Source: an optimization exercise on an open RTL-to-GDS flow (aim: small area). Production flows keep margins and buffers that such runs may drop. Only simulation tests tie the RTL to the original design; equivalence was not proved. Power is estimated from default activity; no workload was simulated.

==> inputs of run a <==
==> flow/design.v <==
module AHB_Master_ALU_REG_pipelined (
    input wire        HCLK,
    input wire        HRESETn,
    output reg [31:0] HADDR,
    output reg [2:0]  HBURST,
    output reg [2:0]  HSIZE,
    output reg [1:0]  HTRANS,
    output reg [31:0] HWDATA,
    output reg        HWRITE,
    input wire [31:0] HRDATA,
    input wire        HREADY,
    input wire        HRESP,
    input wire [63:0] cpu_inst
);
localparam IDLE = 2'b00, BUSY = 2'b01, NONSEQ = 2'b10, SEQ = 2'b11;
reg        type_data;    
reg        work;
reg        RegWrite;
reg        t_written;    
reg [7:0]  rf_valid;     
reg [31:0] HADDR_delay;
reg [31:0] HWDATA_t;
reg [31:0] WriteData;
reg        ALU_REG;
reg        write_read;
reg [2:0]  AlU_OP;
reg [2:0]  ReadReg1_ADDR;
reg [2:0]  ReadReg2_ADDR;
reg [2:0]  WriteReg_ADDR;
reg [2:0]  WriteReg_ADDR2;
reg [7:0]  beats;        
reg [31:0] registers [0:7];
wire st_idle   = (HTRANS == IDLE);
wire st_busy   = (HTRANS == BUSY);
wire st_nonseq = (HTRANS == NONSEQ);
wire st_seq    = (HTRANS == SEQ);
wire ld        = ~HTRANS[0];             
reg [31:0] A, B;
integer i;
always @(*) begin
    A = 32'b0;
    B = 32'b0;
    for (i = 0; i < 8; i = i + 1) begin
        if (ReadReg1_ADDR == i && rf_valid[i]) A = A | registers[i];
        if (ReadReg2_ADDR == i && rf_valid[i]) B = B | registers[i];
    end
end
wire op_add = ALU_REG & (AlU_OP == 3'd0);
wire op_sub = ALU_REG & (AlU_OP == 3'd1);
wire op_and = ALU_REG & (AlU_OP == 3'd2);
wire op_or  = ALU_REG & (AlU_OP == 3'd3);
wire op_xor = ALU_REG & (AlU_OP == 3'd4);
wire op_not = ALU_REG & (AlU_OP == 3'd5);
wire op_shl = ALU_REG & (AlU_OP == 3'd6);
wire op_shr = ALU_REG & (AlU_OP == 3'd7);
wire mv_a   = ~ALU_REG & ~HWRITE;
wire mv_h   = ~ALU_REG & HWRITE;
wire bm     = op_add | op_sub | op_and | op_or | op_xor;    
wire bi     = op_sub | op_not;                              
wire selP   = op_add | op_sub | op_or | op_xor | op_not | mv_a;
wire selG   = op_and | op_or;
wire arith  = op_add | op_sub;
wire [31:0] bx = (B & {32{bm}}) ^ {32{bi}};
wire [31:0] p  = A ^ bx;
wire [31:0] g  = A & bx;
reg  [31:0] pg_g, pg_p;
integer l, k;
always @(*) begin
    pg_g = g & {32{arith}};
    pg_p = p;
    pg_g[0] = pg_g[0] | (pg_p[0] & op_sub);
    for (l = 0; l < 5; l = l + 1)
        for (k = 0; k < 32; k = k + 1)
            if ((k + 1) % (2 << l) == 0) begin
                pg_g[k] = pg_g[k] | (pg_p[k] & pg_g[k - (1 << l)]);
                pg_p[k] = pg_p[k] & pg_p[k - (1 << l)];
            end
    for (l = 3; l >= 0; l = l - 1)
        for (k = 0; k < 32; k = k + 1)
            if (k >= (3 << l) - 1 && (k + 1 - (1 << l)) % (2 << l) == 0) begin
                pg_g[k] = pg_g[k] | (pg_p[k] & pg_g[k - (1 << l)]);
                pg_p[k] = pg_p[k] & pg_p[k - (1 << l)];
            end
end
wire [31:0] carry = {pg_g[30:0], op_sub};
wire [31:0] result = ((p & {32{selP}}) ^ carry) | (g & {32{selG}})
                   | ({A[30:0], 1'b0} & {32{op_shl}}) | ({1'b0, A[31:1]} & {32{op_shr}})
                   | (HRDATA & {32{mv_h}});
wire        to_rf  = ALU_REG ? write_read : HWRITE;       
wire        fire   = (st_idle & type_data) | st_nonseq | (st_seq & HREADY);
wire [7:0] len_in  = cpu_inst[15:8];
wire [2:0] size_in = cpu_inst[6:4];
reg  [6:0] len_m2;
reg        bor;
integer m;
always @(*) begin
    bor = 1'b1;
    for (m = 1; m < 8; m = m + 1) begin
        len_m2[m-1] = len_in[m] ^ bor;
        bor = bor & ~len_in[m];
    end
end
wire [7:0] lim_len = (len_in == 8'd0) ? 8'd255 :
                     (len_in[7:1] == 7'd0 || len_in == 8'd2) ? 8'd0 : {len_m2, len_in[0]};
reg  [7:0] lim_size;
always @(*) begin
    case (size_in)
        3'd0: lim_size = 8'd255;
        3'd1: lim_size = 8'd254;
        3'd2: lim_size = 8'd127;
        3'd3: lim_size = 8'd84;
        3'd4: lim_size = 8'd63;
        3'd5: lim_size = 8'd50;
        3'd6: lim_size = 8'd42;
        default: lim_size = 8'd36;
    endcase
end
reg        len_lt;
reg  [7:0] beats_m1;
reg        bb;
always @(*) begin
    len_lt = 1'b0;
    for (m = 0; m < 8; m = m + 1)
        len_lt = (~lim_len[m] & lim_size[m]) | (~(lim_len[m] ^ lim_size[m]) & len_lt);
    bb = 1'b1;
    for (m = 0; m < 8; m = m + 1) begin
        beats_m1[m] = beats[m] ^ bb;
        bb = bb & ~beats[m];
    end
end
wire [7:0] beats_ld = len_lt ? lim_len : lim_size;
wire       seq_more = (HBURST == 3'b001) && (beats != 8'd0);
wire       inc = st_seq & HREADY;
reg [29:0] y, pre;
reg [29:0] acarry;
integer j, q;
always @(*) begin
    for (j = 0; j < 30; j = j + 1)
        y[j] = HADDR[j+2] | (j < 8 ? (HSIZE > j) : 1'b0);
    pre = y;
    for (q = 0; q < 5; q = q + 1)
        for (j = 29; j >= 0; j = j - 1)
            if (j & (1 << q))
                pre[j] = pre[j] & pre[((j >> q) << q) - 1];
    acarry[0] = inc & (HSIZE == 3'd0);
    for (j = 1; j < 30; j = j + 1)
        acarry[j] = inc & pre[j-1] & (j < 8 ? (HSIZE <= j) : 1'b1);
end
always @(posedge HCLK or negedge HRESETn) begin
    if (!HRESETn) begin
        HTRANS    <= IDLE;
        HADDR     <= 32'b0;
        HBURST    <= 3'b0;
        HSIZE     <= 3'b0;
        HWDATA    <= 32'b0;
        HWRITE    <= 1'b0;
        RegWrite  <= 1'b0;
        type_data <= 1'b0;
        work      <= 1'b0;
        t_written <= 1'b0;
        rf_valid  <= 8'b0;
    end else begin
        type_data <= 1'b1;
        RegWrite  <= fire & to_rf;
        if (fire & ~to_rf)
            t_written <= 1'b1;
        if (RegWrite)
            rf_valid[WriteReg_ADDR2] <= 1'b1;
        if (~st_seq)
            work <= cpu_inst[7];
        if (ld) begin
            HSIZE  <= cpu_inst[6:4];
            HWRITE <= cpu_inst[0];
            HBURST <= cpu_inst[3:1];
        end
        if (~st_busy & t_written)
            HWDATA <= HWDATA_t;
        if ((st_idle & type_data) | st_nonseq)
            HADDR <= HADDR_delay;
        else
            HADDR <= HADDR ^ {acarry, 2'b00};
        case (HTRANS)
            IDLE:   if (HREADY && work) HTRANS <= NONSEQ;
            BUSY:   if (work) HTRANS <= IDLE;
            NONSEQ: if (HREADY) HTRANS <= !work ? BUSY : (HBURST != 3'b0) ? SEQ : IDLE;
            SEQ:    if (HREADY) HTRANS <= !work ? BUSY : seq_more ? SEQ : IDLE;
        endcase
    end
end
always @(posedge HCLK) begin
    HADDR_delay <= cpu_inst[63:32];
    WriteData   <= result;
    WriteReg_ADDR2 <= WriteReg_ADDR;
    if (fire & ~to_rf)
        HWDATA_t <= result;
    if (RegWrite)
        registers[WriteReg_ADDR2] <= WriteData;
    if (ld) begin
        write_read    <= cpu_inst[31];
        ALU_REG       <= cpu_inst[18];
        AlU_OP        <= cpu_inst[30:28];
        ReadReg2_ADDR <= cpu_inst[24:22];
        WriteReg_ADDR <= cpu_inst[27:25];
        ReadReg1_ADDR <= cpu_inst[21:19];
    end else if (st_seq)
        ReadReg1_ADDR <= {ReadReg1_ADDR[2] ^ (ReadReg1_ADDR[1] & ReadReg1_ADDR[0]), ReadReg1_ADDR[1] ^ ReadReg1_ADDR[0], ~ReadReg1_ADDR[0]};
    if (st_nonseq)
        beats <= beats_ld;
    else if (HREADY && ~&beats)
        beats <= beats_m1;
end
endmodule
==> flow/flow/run.sh <==
#!/bin/bash
set -euo pipefail
cd "$(dirname "$0")/.."
cat >> config.mk <<'EOC'
export BUFFER_PORTS_ARGS = -buffer_cell sky130_fd_sc_hd__buf_1
EOC
bash standard.sh > standard.log 2>&1
==> flow/standard.sh <==
#!/bin/bash
# synth_recipe.tcl (not shown) runs the flow's synth.tcl, then flattens the netlist and writes it again
# the make line also repeats each setting of config.mk as NAME=value (left out here)
make -C /OpenROAD-flow-scripts/flow DESIGN_CONFIG=/design/flow/config.mk WORK_HOME=/design/flow/orfs CLKGATE_MAP_FILE= SYNTH_SCRIPT=/design/flow/synth_recipe.tcl "${@:-finish}"
==> flow/config.mk <==
export PLATFORM = sky130hd
export DESIGN_NAME = AHB_Master_ALU_REG_pipelined
export DESIGN_NICKNAME = AHB_Master_ALU_REG_pipelined
export VERILOG_FILES = /design/flow/design.v
export SDC_FILE = /design/flow/constraint.sdc
export NUM_CORES = 4
export LEC_CHECK = 0
export CAP_MARGIN = 20
export CORE_MARGIN = 2
export CORE_UTILIZATION = 40
export CTS_BUF_LIST = sky130_fd_sc_hd__clkbuf_16
export CTS_CLUSTER_DIAMETER = 80
export CTS_CLUSTER_SIZE = 25
export PLACE_DENSITY = 0.6
export SLEW_MARGIN = 20
export BUFFER_PORTS_ARGS = -buffer_cell sky130_fd_sc_hd__buf_1
==> flow/constraint.sdc <==
create_clock -name core_clock -period 6.0 [get_ports {HCLK}]
set_input_delay 1.2000 -clock core_clock [delete_from_list [all_inputs] [get_ports {HCLK}]]
set_output_delay 1.2000 -clock core_clock [all_outputs]
set_load 0.01 [all_outputs]
==> inputs of run b, as changes to run a <==
--- a/flow/design.v
+++ b/flow/design.v
@@ -133,16 +133,8 @@
 wire       inc = st_seq & HREADY;
-reg [29:0] y, pre;
 reg [29:0] acarry;
-integer j, q;
-always @(*) begin
-    for (j = 0; j < 30; j = j + 1)
-        y[j] = HADDR[j+2] | (j < 8 ? (HSIZE > j) : 1'b0);
-    pre = y;
-    for (q = 0; q < 5; q = q + 1)
-        for (j = 29; j >= 0; j = j - 1)
-            if (j & (1 << q))
-                pre[j] = pre[j] & pre[((j >> q) << q) - 1];
+integer j;
+always @(*) begin
     acarry[0] = inc & (HSIZE == 3'd0);
     for (j = 1; j < 30; j = j + 1)
-        acarry[j] = inc & pre[j-1] & (j < 8 ? (HSIZE <= j) : 1'b1);
+        acarry[j] = (acarry[j-1] & HADDR[j+1]) | (j < 8 ? (inc & (HSIZE == j)) : 1'b0);
 end
==> flow/run.sh (new file) <==
#!/bin/bash
# synth_recipe.tcl (not shown) runs the flow's synth.tcl, then flattens the netlist and writes it again
# the make line also repeats each setting of config.mk as NAME=value (left out here)
make -C /OpenROAD-flow-scripts/flow DESIGN_CONFIG=/design/flow/config.mk WORK_HOME=/design/flow/orfs CLKGATE_MAP_FILE= SYNTH_SCRIPT=/design/flow/synth_recipe.tcl finish
- BUFFER_PORTS_ARGS: -buffer_cell sky130_fd_sc_hd__buf_1 -> unset
- CTS_BUF_LIST: sky130_fd_sc_hd__clkbuf_16 -> unset
- CTS_CLUSTER_DIAMETER: 80 -> unset
- CTS_CLUSTER_SIZE: 25 -> unset
removed: flow/flow/run.sh
removed: flow/standard.sh
==> comparison <==
- Run a finished with timing, DRC and antenna clean. Run b finished with negative setup slack left.
- Of run a and run b, run b has the higher global-route usage (gap 1.8 points).
- Between run b and run a, the lower core utilization is in run a (gap 5.1 points).
- Against run b, the critical path depth of run a is lower by 29.
- Of run a and run b, run b has the higher clock power (gap about 40%, measured against run b).
- Against run a, the clock skew of run b is higher by 0.0074 ns.
- Sequential power is about the same in run a and run b.
- In run b the hold slack is lower than in run a, by 0.0024 ns.
- Between run a and run b, the lower design area is in run a (gap 10%, measured against run b).
==> figures <==
| metric | run b | run a |
|---|---|---|
| Result of the run | finished with violations | finished clean |
| Layout check failures | negative setup slack | - |
| GRT met2 Usage | 38.5% | 37.0% |
| Worst rel slew slack | 21.8% | 20.3% |
| Net load switching power | 5.17 mW | 4.78 mW |
| Number of non-clock buffers in the layout | 249 | 222 |
| Post-Route Hold Slack | 0.342 ns | 0.345 ns |
| Synthesized area | 0.0208 mm2 | 0.0208 mm2 |
| GRT met3 Usage | 5.60% | 3.89% |
| Post-synthesis xor/xnor area fraction | 1.68% | 2.82% |
| Number of cells in the design after placement | 2,379 | 2,439 |
| Total met3 wirelength after detailed routing | 7.09 mm | 6.45 mm |
| Wire length per cell after detailed routing | 27.1 um | 25.0 um |
| Core occupancy in the finished layout | 50.2% | 45.1% |
| Adder and majority cell fraction of the synthesized area | 5.47% | 3.67% |
| Filler cell count in the final layout | 4,464 | 4,703 |
| Power drawn by the clock network | 3.11 mW | 1.85 mW |
| Met2 routed wirelength | 30.8 mm | 28.8 mm |
| Final-layout non-clock buffer area share | 9.06% | 4.49% |

-- what the ideal ports hide --
The flow's constraints put no driver on any port. The routed layouts listed below were extracted and timed again, unchanged, in two steps. Step 1 sets driving cells, clkbuf_16 on the clock port and buf_2 on the other inputs (assumed; they add their load-dependent delay and slew). Step 2 moves the port delays by t, midway between the first and last clock arrival at a register: inputs arrive t later, outputs are due t later. That takes back most of the time a late clock gives input paths. a / b / c = ideal / step 1 / step 2; a / b = the first two.
run | shift t [ns] | setup slack, ns | hold WS [ns]
run a | 0.622 | 0.972 / 0.972 / 0.972 | 0.345 / 0.345 / 0.345
run b | 0.633 | -0.962 / -0.949 / -1.582 | 0.342 / 0.342 / 0.342
The setup slack of run b, which loses most, moves by +0.013 ns with the drivers and by -0.620 ns with both steps.
